From an optimization exercise on the open Yosys and OpenROAD flow, aimed at small area, a short achievable clock period and few clock cycles; shortcuts taken in it are not production practice.
Function was checked by simulation only, so behaviour that the tests miss may differ from the original.

<file path="flow/run.sh">
#!/bin/bash
# synth_recipe.tcl (not shown) runs the flow's synth.tcl, then flattens the netlist and writes it again
# the make line also repeats each setting of config.mk as NAME=value (left out here)
make -C /OpenROAD-flow-scripts/flow DESIGN_CONFIG=/design/flow/config.mk WORK_HOME=/design/flow/orfs CLKGATE_MAP_FILE= SYNTH_SCRIPT=/design/flow/synth_recipe.tcl finish
</file>
<file path="flow/design.v">
module fulladder(
        input inA, 
		input inB, 
        input Cin,
		output add,
		output Co
 	); 
    assign add = inA ^ inB ^ Cin;
	assign Co = (inA & inB) | ((inA | inB) & Cin);
 endmodule
module rc_adder(
		 input signed [31:0] inA, 
		 input signed [31:0] inB,
		 input Cin, 
		 output signed [31:0] add,
		 output Co
 	); 
	wire [31:0] c;
	genvar i;
	assign c[0] =Cin;
	generate
		for(i = 0; i <= 30; i = i + 1) 
			begin    
				fulladder u(
					.inA(inA[i]), 
					.inB(inB[i]),
					.Cin(c[i]),
					.add(add[i]), 
					.Co(c[i+1])
				); 
			end 
	endgenerate
	fulladder u32(inA[31], inB[31], c[31], add[31], Co);
 endmodule
module mult(
         input signed [31:0] inA, 
		 input signed [31:0] inB, 
		 output signed [31:0] mult
 	);
    assign mult = inA * inB;   
endmodule
module ITERCOUNTER(
                 input clock,
				 input reset,
				 input start,
				 output reg [5:0] count
			   );
always @(posedge clock)
if ( reset )
begin
  count <= 6'd0;
end
else
begin
   if ( start )
    begin
	  count <= 6'd0;
    end
    else
	begin
	  count <= count + 1;
    end
end		
endmodule	
module MODSCALE(
                 input  [33:0] XF,
				 output [31:0] MODUL
			   );
parameter CORDIC_SCALE_FACTOR = 50'd159188;
assign MODUL = ( $signed( { {16{XF[33]}},XF} ) * $signed( CORDIC_SCALE_FACTOR ) ) >>> 18;
endmodule	
module ATAN_ROM(
                 input  [ 5:0] addr,
				 output [31:0] data
			   );
parameter ROMSIZE = 64;
parameter ATANLUT_FILENAME = "atanLUTd.hex";	
reg [31:0] atanLUT[ 0 : ROMSIZE-1 ];	
initial
begin
  $readmemh( "atanLUTd.hex", atanLUT );
end		
assign data = atanLUT[ addr ];  
endmodule	
module rec2pol( 
                input clock,
				input reset,
				input start,                
				input  signed [31:0] x,     
				input  signed [31:0] y,     
				output signed [31:0] mod,   
				output signed [31:0] angle  
			  );
wire [5:0] rom_addr;
wire signed [31:0] data_out_rom;
reg signed [33:0] xr;
reg signed [31:0] zr;
reg signed [33:0] yr;
ITERCOUNTER counter(clock, reset, start, rom_addr);
ATAN_ROM atan(rom_addr, data_out_rom);
MODSCALE scale(xr, mod);
assign angle = zr;
always @(posedge clock) 
	if (reset)
		zr <= 32'd0;
	else 
    begin
        if(start)
            zr <= 32'd0;
        else
            if(yr[33])
                zr <= zr - data_out_rom;
            else
                zr <= zr + data_out_rom;
    end
always @(posedge clock) 
	if (reset)
		yr <= 34'd0;
	else 
    begin
        if(start)
            yr <= y;
        else
            if(yr[33])
                yr <= yr + (xr >>> rom_addr);
            else
                yr <= yr - (xr >>> rom_addr);
    end
always @(posedge clock) 
	if (reset)
		xr <= 34'd0;
	else 
    begin
        if(start)
            xr <= x;
        else
            if(yr[33])
                xr <= xr - (yr >>> rom_addr);
            else
                xr <= xr + (yr >>> rom_addr);
    end
endmodule
module ALU(
		 input clock,  
		 input reset,  
		 input start, 
		 input [63:0] inA, 
		 input [63:0] inB,
		 input [ 4:0] opr, 
		 output reg signed [63:0] outAB, 
		 output done 
 );
 reg regdone;
 reg [4:0] count;
 reg sig;
 reg pend;  
 wire [63:0] add;
 wire [63:0] sub;
 wire [63:0] mult;
 wire [63:0] mult_im;
 wire signed [31:0] modA;
 wire signed [31:0] modB;
 wire signed [31:0] angleA;
 wire signed [31:0] angleB;
 wire Co1;
 wire Co2;
 wire Co3;
 wire Co4;
 wire Co5;
 rc_adder adder1(inA[31:0], inB[31:0],1'b0, add[31:0], Co1);
 rc_adder adder2(inA[63:32], inB[63:32],1'b0, add[63:32], Co2);
 rc_adder sub1(inA[31:0], -inB[31:0],1'b0, sub[31:0], Co3);
 rc_adder sub2(inA[63:32], -inB[63:32],1'b0, sub[63:32], Co4);
 mult mult1(inA[31:0], inB[31:0], mult[31:0]);
 mult mult2(inA[63:32], inB[63:32], mult[63:32]);
 mult mult3(inA[63:32], inB[31:0] , mult_im[31:0]);
 mult mult4(inA[31:0], inB[63:32], mult_im[63:32]);
 rec2pol rec2pol1(clock, reset , start, inA[63:32], inA[31:0], modA, angleA);
 rec2pol rec2pol2(clock, reset , start, inB[63:32], inB[31:0], modB, angleB);
 assign done = regdone;
 always @(posedge clock)
	if (reset)
		pend <= 1'b0;
	else if (start)
		pend <= (opr == 5'b01001) || (opr == 5'b01010);
	else if (sig)
		pend <= 1'b0;
 always @(posedge clock)
	if (reset)
			begin
				count <= 5'd0;
				sig <= 1'b0;
			end
		else 
		begin
			if(start)
				begin
					count <= 5'd0;
					sig <= 1'b0;
				end
			else
			begin
				if (count[4:0]==5'b11111)
					begin
						sig <= 1'b1;
						count <= 5'd0;
					end
				else
					begin
						count <= count + 1;
						sig <= 1'b0;
					end
			end
		end
 always @(posedge clock)
	if(reset)
		begin
			outAB <= 64'h0;
			regdone <= 1'b0;
		end
	else 
	if(regdone)
			regdone <= 1'b0;
	else 
	if(start || (sig && pend))
		begin
			case(opr)
			5'b00000:
				begin
					outAB <= inA;
					regdone <= 1'b1;
				end
			5'b00001:
				begin
					outAB <= inB;
					regdone <= 1'b1;
				end
			5'b00010:
				begin
					outAB <= add;
					regdone <= 1'b1;
				end
			5'b00011:
				begin
					outAB <= sub;
					regdone <= 1'b1;
				end
			5'b00100:
				begin
					outAB[63:32] <= mult[63:32] - mult[31:0]; 
					outAB[31:0] <= mult_im[63:32] + mult_im[31:0];
					regdone <= 1'b1;
				end
			5'b00110:
				begin
					outAB <= mult;
					regdone <= 1'b1;
				end
			5'b01000:
				begin
					outAB <= inA == inB;
					regdone <= 1'b1;
				end
			5'b01001:
				begin
					if(sig && !start)
						begin
							outAB <= {modA,angleA};
							regdone <= 1'b1;
						end
				end
			5'b01010:
				begin
					if(sig && !start)	
						begin
							outAB <= {modB,angleB};
							regdone <= 1'b1;
						end
				end
			endcase
		end
endmodule			
</file>
<file path="flow/constraint.sdc">
create_clock -name core_clock -period 17.0 [get_ports {clock}]
set_input_delay 3.4000 -clock core_clock [delete_from_list [all_inputs] [get_ports {clock}]]
set_output_delay 3.4000 -clock core_clock [all_outputs]
set_load 0.01 [all_outputs]
</file>
<file path="flow/atanLUTd.hex">
2d000000
1a90a732
0e094740
07200112
03938aa6
01ca3795
00e52a1b
007296d8
00394ba5
001ca5da
000e52ee
00072977
000394bc
0001ca5e
0000e52f
00007297
0000394c
00001ca6
00000e53
00000729
00000395
000001ca
000000e5
00000073
00000039
0000001d
0000000e
00000007
00000004
00000002
00000001
00000000
00000000
00000000
00000000
00000000
00000000
00000000
00000000
00000000
00000000
00000000
00000000
00000000
00000000
00000000
00000000
00000000
00000000
00000000
00000000
00000000
00000000
00000000
00000000
00000000
00000000
00000000
00000000
00000000
00000000
00000000
00000000
00000000
</file>
<file path="flow/config.mk">
export PLATFORM = sky130hd
export DESIGN_NAME = ALU
export DESIGN_NICKNAME = ALU
export VERILOG_FILES = /design/flow/design.v
export SDC_FILE = /design/flow/constraint.sdc
export NUM_CORES = 4
export LEC_CHECK = 0
export CAP_MARGIN = 20
export CORE_MARGIN = 2
export CORE_UTILIZATION = 40
export PLACE_DENSITY = 0.6
export SLEW_MARGIN = 20
</file>
==> summary.txt <==
status=finished clean; CP Launch Type=input port; Post-CTS Resized=0; Final WS setup=474 ps; Final setup viols=0; RSZ-0062 raised after global routing=no; worst skew pair latency=700 ps; Slew @ Worst Pin=1330 ps; clk buf depth=3; Mapped Avg Cell Area=8.47 um^2; final hold viol count=0; DRC viols=0; IO Port Bufs=200; worst hold path type=reg -> reg; worst hold start=outAB[32]; post-synth net total=19.1k; Critical Path End Type=flip-flop; routed vias=114k; worst-path fanout max=2; EDFF count, synth=0; Reg2Reg Setup Slack=8250 ps; Post-CTS Setup Bufs=0; Compound-Gate Fraction of Synth Area=10.4%; max-slew violation count=0; GRT Total Usage=34.2%; worst hold slack=461 ps; Layout Nets=18.9k; YS warnings=4; sequential cell area fraction in the yosys report=5.33%; vias in the first global route=112k; die height=572 um; GRT overflow=0; cells on worst reg2reg path=25; worst r2r src=rec2pol1.counter.count[0]; CP dominant cell by count=fa_1; pre-CTS WS=-454 ps; dpl cells=19.4k; Layout Cells excl Fill=19.5k; most frequent cells in the layout=inv_1, fa_1, nand2_1; cell area after synthesis=129000 um^2; Via density=5.83; row cnt=208; CTS Root Cell=clkbuf_16; fmax=60.5 MHz; H-tree depth reported by CTS=2; initial antenna violation count=69; slowest stage delay, CP=460 ps; ys flop type=dfxtp_1; Synth Instances=15.3k; Worst R2R End=rec2pol1.yr[33]; Die X=572 um; Seq cells post-synth=344; Arr. time, crit path=17090 ps; largest net degree at the start of global routing=108; asr flop ratio synth=0%; CTS hold repair buffers=0; die area=328000 um^2; Max Cap Viol=0; min cycle time layout=16530 ps; total CTS buffers=41; adder-cell share of the synthesized area=49.4%; Routed WL=564000 um; mux cell area share after synthesis=4.73%; Avg WL per Cell=28.9 um; hpwl dp=442000 um; relative max-transition margin=11.1%; starting density of the core=40.2%; Core Util, Final=42.9%; Routed Antenna Nets=0; largest family of logic cells by synthesized area=adder cells; number of clock sinks=344; first-pass GRT wire length=804000 um; Crit. Startpoint=inB[1]; layout cells sized above 1=5.85%; worst hold path stage count=2; clock-pin slew on the worst setup and hold paths=70 ps; TritonCTS clock tree=built; fraction of synthesized cell area in xor and xnor cells=5.26%; Layout Skew=78.5 ps; I/O pins=201; Hold Path End=outAB[32]; Final Wtd Congestion=1.05; P&R area growth vs syn=6.75%; commonest non-fill, non-tap cell in the layout=inv_1; slowest CP cell=clkdlybuf4s50_1; First DRT Iteration DRCs=13.2k; CP required=17560 ps; unique cell type count in the Yosys netlist=98; critical path type=in -> reg; Final period util=97.2%; Core ar.=321000 um^2; DR pass1 iterations=7; post-synthesis simple-gate area fraction=13.6%
==> through the flow <==
stage | setup TNS (ps) | instance area [um^2]
6_report | 0 | 138000
3_5_place_dp | -1450 | 136000
4_1_cts | 0 | 138000
2_1_floorplan | 0 | 129000
3_3_place_gp | -2090 | 136000
5_1_grt | 0 | 138000
==> state kept, by name (all words and copies together), names as in the netlist, 30 cells and up <==
signal,count
outAB,64
rec2pol1.data_out_rom,30
rec2pol1.xr,34
rec2pol1.yr,34
rec2pol1.zr,32
rec2pol2.data_out_rom,30
rec2pol2.xr,34
rec2pol2.yr,34
rec2pol2.zr,32
==> Yosys cell counts, drive strengths merged, types with 18 or more instances <==
cell     number  area (um^2)
dfxtp       344         6890
o21bai       50          375
o221ai       20          175
nor2       1258         4720
nor2b        58          365
a22oi        28          210
and3         52          325
a2111oi      18          176
o31ai        31          233
nand3       146          731
a211o        21          184
nand2      1933         7260
buf         253         1050
or2          21          131
o21a         80          601
o21ai       422         2110
clkbuf      518         1950
nor3        175          881
or3          35          219
o31a         19          166
fa         2337        46800
mux2i       176         1760
a221oi       75          657
nand2b       77          482
o211ai       64          485
mux2         84          946
nand4        43          269
or4          18          135
o2111ai      26          228
mux4        151         3400
a21o        177         1330
xnor2       565         4950
clkinv       40          150
and2        146          913
xor2        206         1800
a31oi        76          475
ha         1364        17100
nor3b        26          206
a211oi       95          713
nand3b       19          143
o22ai        54          338
a21oi       589         2950
nor4         79          522
inv        3020        11300
a221o        42          420
==> worst max-delay path, delay by kind of cell <==
kind,cells,cell delay [ps]
AO/OA/AOI/OAI,5,1000
adder cells (fa/ha/maj),30,11390
buffers and inverters,8,1010
multiplexers,1,270
==> cell families (layout without fill, tap and decap cells) <==
group                    count (synthesis)  in the layout
multiplexers                           411            411
adder cells (fa/ha/maj)               3702           3702
AND/OR/NAND/NOR                       4123           4123
AO/OA/AOI/OAI                         2068           2068
other                                    0             43
buffers and inverters                 3831           3719
XOR/XNOR                               773            773
flip-flops                             344            344
==> worst max path at each step <==
stage / end / slack (ps) / cells after the start
finish: outAB[29] / 470 / 44
global route: outAB[29] / 9 / 44
global placement: outAB[29] / -610 / 44
floorplan: outAB[62] / 270 / 45
detailed placement: outAB[29] / -450 / 44
CTS: outAB[29] / 230 / 44
==> cell type report <==
cell class | instances | area (um^2)
fillers | 32432 | 183000
multi-input cells | 11077 | 108000
inverters | 3060 | 11500
flip-flops and latches | 344 | 6910
well taps | 4305 | 5390
repair buffers | 583 | 4530
clock buffers | 55 | 1170
clock inverters | 21 | 349
diodes | 43 | 108
==> per-layer routing <==
layer / up-vias / global-route usage, % / routed length (um)
li1: 47890 / - / -
met1: 56900 / 44.3 / 217000
met2: 7156 / 50.1 / 233000
met3: 1719 / 10.1 / 69300
met4: 36 / 21.1 / 43800
met5: - / 0 / 294
Testbench counts, summed over its fixed seeds: cycles 73,288.

re-timing with driven ports:
The flow's constraints put no driver on any port. The routed layout listed below was extracted and timed again, unchanged, in two steps.
Step 1: set_driving_cell puts a clkbuf_16 on clock and a buf_2 on each other input, an assumption about the parent block.
Step 2 also shifts input and output timing later by t, the mid clock arrival at the registers, as if the neighbouring blocks saw the same clock.
Slacks: no drivers / after step 1 / after step 2; pairs: no drivers / after step 1.
t (ns): 0.740
setup WS [ns]: 0.474 / 0.244 / -0.496
slew at the worst register clock pin (ns): 0.08 / 0.08
Met with ideal ports but missed after step 2: setup timing in this run. For this run, drivers alone change the setup slack by -0.230 ns; drivers and shift together by -0.970 ns.
